This design comes from an exercise in tuning for small area and a short achievable clock period on the open sky130 flow, not from production work.
Only simulation tests tie the RTL to the original design; equivalence was not proved.
No activity file was given, so power comes from the tool's default toggle rates.

== trial 30 ==
// riscv_sc_top
module riscv_sc_top (
    input         clk,
    input         rst,
    output [31:0] imem_addr,
    input  [31:0] imem_data,
    output        dmem_re,
    output [3:0]  dmem_wmask,
    output [31:0] dmem_addr,
    output [31:0] dmem_wdata,
    input  [31:0] dmem_rdata
);
Size in the first run: about 4500 cells after synthesis, roughly 170 I/O pins, ~57000 sq um of cells after synthesis.
==> flow/config.mk <==
export PLATFORM = sky130hd
export DESIGN_NAME = riscv_sc_top
export DESIGN_NICKNAME = riscv_sc_top
export VERILOG_FILES = /design/flow/design.v
export SDC_FILE = /design/flow/constraint.sdc
export NUM_CORES = 4
export LEC_CHECK = 0
export CAP_MARGIN = 20
export CORE_MARGIN = 2
export CORE_UTILIZATION = 55
export CTS_BUF_LIST = sky130_fd_sc_hd__clkbuf_4
export CTS_CLUSTER_SIZE = 40
export PLACE_DENSITY = 0.72
export SETUP_SLACK_MARGIN = 2.6
export SLEW_MARGIN = 20
export SYNTH_HIERARCHICAL = 1
export TNS_END_PERCENT = 5
==> flow/constraint.sdc <==
create_clock -name core_clock -period 11.0 [get_ports {clk}]
set_input_delay 2.2000 -clock core_clock [delete_from_list [all_inputs] [get_ports {clk}]]
set_output_delay 2.2000 -clock core_clock [all_outputs]
set_load 0.01 [all_outputs]
standard.sh (not shown) runs the stock make flow with config.mk's settings and CLKGATE_MAP_FILE= SYNTH_SCRIPT=/design/flow/synth_recipe.tcl, a recipe that flattens the netlist after the stock synthesis.
==> flow/flow/run.sh <==
#!/bin/bash
# The standard layout, with the port buffers that buffer_ports inserts made
# plain buffers (sky130_fd_sc_hd__buf_2) instead of the default delay cells.
set -e
export BUFFER_PORTS_ARGS="-buffer_cell sky130_fd_sc_hd__buf_2"
bash standard.sh > standard.log 2>&1
Input changes introduced in build 42 (baseline for comparison: trial 30):
--- a/flow/design.v
+++ b/flow/design.v
@@ -166,30 +166,27 @@
   generate
     for (g = 1; g < 32; g = g + 1) begin : word
       assign we[g] = rd == g;
       always @(posedge clk)
         if (we[g]) rf[g] <= wd;
       assign rfv[g*32 +: 32] = rf[g];
     end
   endgenerate
   always @(posedge clk or posedge rst)
     if (rst) vld <= 31'b0;
     else     vld <= vld | we;
-  wire [31:1] s1h, s2h;
   rs_dec dc1 (.r(rs1), .v(vld), .s(s1));
-  rs_dec dc1h (.r(rs1), .v(vld), .s(s1h));
   rs_dec dc2 (.r(rs2), .v(vld), .s(s2));
-  rs_dec dc2h (.r(rs2), .v(vld), .s(s2h));
   wire [31:0] ra_n, ra_n2, rb_n;
-  rf_read rd1 (.s(s1), .sh(s1h), .d(rfv), .qn(ra_n), .qn2(ra_n2));
-  rf_read rd2 (.s(s2), .sh(s2h), .d(rfv), .qn(rb_n), .qn2());
+  rf_read rd1 (.s(s1), .d(rfv), .qn(ra_n), .qn2(ra_n2));
+  rf_read rd2 (.s(s2), .d(rfv), .qn(rb_n), .qn2());
   wire [31:0] ra = ~ra_n2;
   wire [31:0] rb = ~rb_n;
   wire        subi  = f_slt & is_opimm;
   wire [12:0] ij4   = {ins[31], ins[31:20]} + 13'd4;      
   wire [31:0] immx  = ~jalr ? imm : i11 ? {{19{ij4[12]}}, ij4} : 32'd4;
   wire [32:0] sumi;
   add32f addi_u (.an(ra_n), .b(immx ^ {32{subi}}), .ci(subi), .s(sumi[31:0]), .co(sumi[32]));
   wire        subr  = f_sub | (f_slt & is_op) | f_br;
   wire [32:0] sumr;
   add32 addr_u (.an(ra_n2), .b(rb ^ {32{subr}}), .ci(subr), .s(sumr[31:0]), .co(sumr[32]));
   wire        ltu_r = ~sumr[32];
@@ -237,42 +234,40 @@
                         jalr ? sumi[31:0] : pc4;
   always @(posedge clk or posedge rst)
     if (rst) pc <= 32'b0;
     else     pc <= pc_next;
   assign imem_addr  = pc;
   assign dmem_re    = ld;
   assign dmem_wmask = st_w ? 4'b1111 : st_h ? 4'b0011 : st_b ? 4'b0001 : 4'b0000;
   assign dmem_addr  = sumi[31:0];
   assign dmem_wdata = rb;
 endmodule
 module rf_read (
-    input  [31:1]        s,       
-    input  [31:1]        sh,      
+    input  [31:1]        s,
     input  [32*32-1:0]   d,
     output [31:0]        qn,
     output [31:0]        qn2
 );
   genvar b, j;
   generate
     for (b = 0; b < 32; b = b + 1) begin : bt
       wire [10:0] n;
       wire [2:0]  p;
-      wire [31:1] ss = (b < 16) ? s : sh;
       for (j = 0; j < 10; j = j + 1) begin : grp
         rf_aoi222 u (
-          .a0(ss[3*j+1]), .b0(d[(3*j+1)*32+b]),
-          .a1(ss[3*j+2]), .b1(d[(3*j+2)*32+b]),
-          .a2(ss[3*j+3]), .b2(d[(3*j+3)*32+b]),
+          .a0(s[3*j+1]), .b0(d[(3*j+1)*32+b]),
+          .a1(s[3*j+2]), .b1(d[(3*j+2)*32+b]),
+          .a2(s[3*j+3]), .b2(d[(3*j+3)*32+b]),
           .y(n[j]));
       end
-      assign n[10] = ~(ss[31] & d[31*32+b]);
+      assign n[10] = ~(s[31] & d[31*32+b]);
       rf_nand4 o0 (.a(n[3:0]), .y(p[0]));
       rf_nand4 o1 (.a(n[7:4]), .y(p[1]));
       rf_nand4 o2 (.a({1'b1, n[10:8]}), .y(p[2]));
       rf_nor3  f1 (.a(p), .y(qn[b]));
       rf_nor3  f2 (.a(p), .y(qn2[b]));
     end
   endgenerate
 endmodule
 module rf_aoi222 (input a0, b0, a1, b1, a2, b2, output y);
   assign y = ~((a0 & b0) | (a1 & b1) | (a2 & b2));
 endmodule
Results
Per the comparison of build 42 with trial 30, part of the cycle the worst path needs decreased by 1.4 points relative to the old numbers, power of the sequential group closely matched the old numbers, combined area of the multi-input logic cells decreased by about 2.5% relative to the old numbers, clock latency on the worst-skew pair decreased by 0.03 ns relative to the old numbers. For build 42, the worst-path cell with the longest stage delay was a222oi_1, unlike trial 30, where it was xnor2_2. Post-DP HPWL ends up lower on trial 30. Between build 42 and trial 30, it is build 42 whose shortest clock period the worst path allows after layout is lower, by 0.15 ns. Build 42 against trial 30: wire length after detailed routing now sits higher; combinational group share of total power now sits higher; synthesized cell count now sits lower.

## port drivers added, routing unchanged
How much do the figures lean on ideal ports? The routed layouts below were timed once more, with nothing changed but the port constraints.
Step 1, drivers: a clkbuf_16 drives clk and a buf_2 each remaining input, both assumed.
Step 2 times the ports against the registers' clock, not the clock port: input delays grow and output delays shrink by t, the midpoint of the rising clock arrivals with the driver on.
a / b / c = no drivers / after step 1 / after step 2; a / b = the first two.
run | t, ns | setup WS [ns] | hold slack, ns | slew at the worst register clock pin (ns)
trial 30 | 1.198 | 2.308 / 2.281 / 1.368 | 0.587 / 0.587 / 0.587 | 0.08 / 0.08
build 42 | 1.196 | 2.458 / 2.432 / 1.350 | 0.479 / 0.479 / 0.479 | 0.09 / 0.09
After both steps setup and hold are still met in every run listed. The setup slack of build 42, which loses most, moves by -0.026 ns with the drivers and by -1.108 ns with both steps.
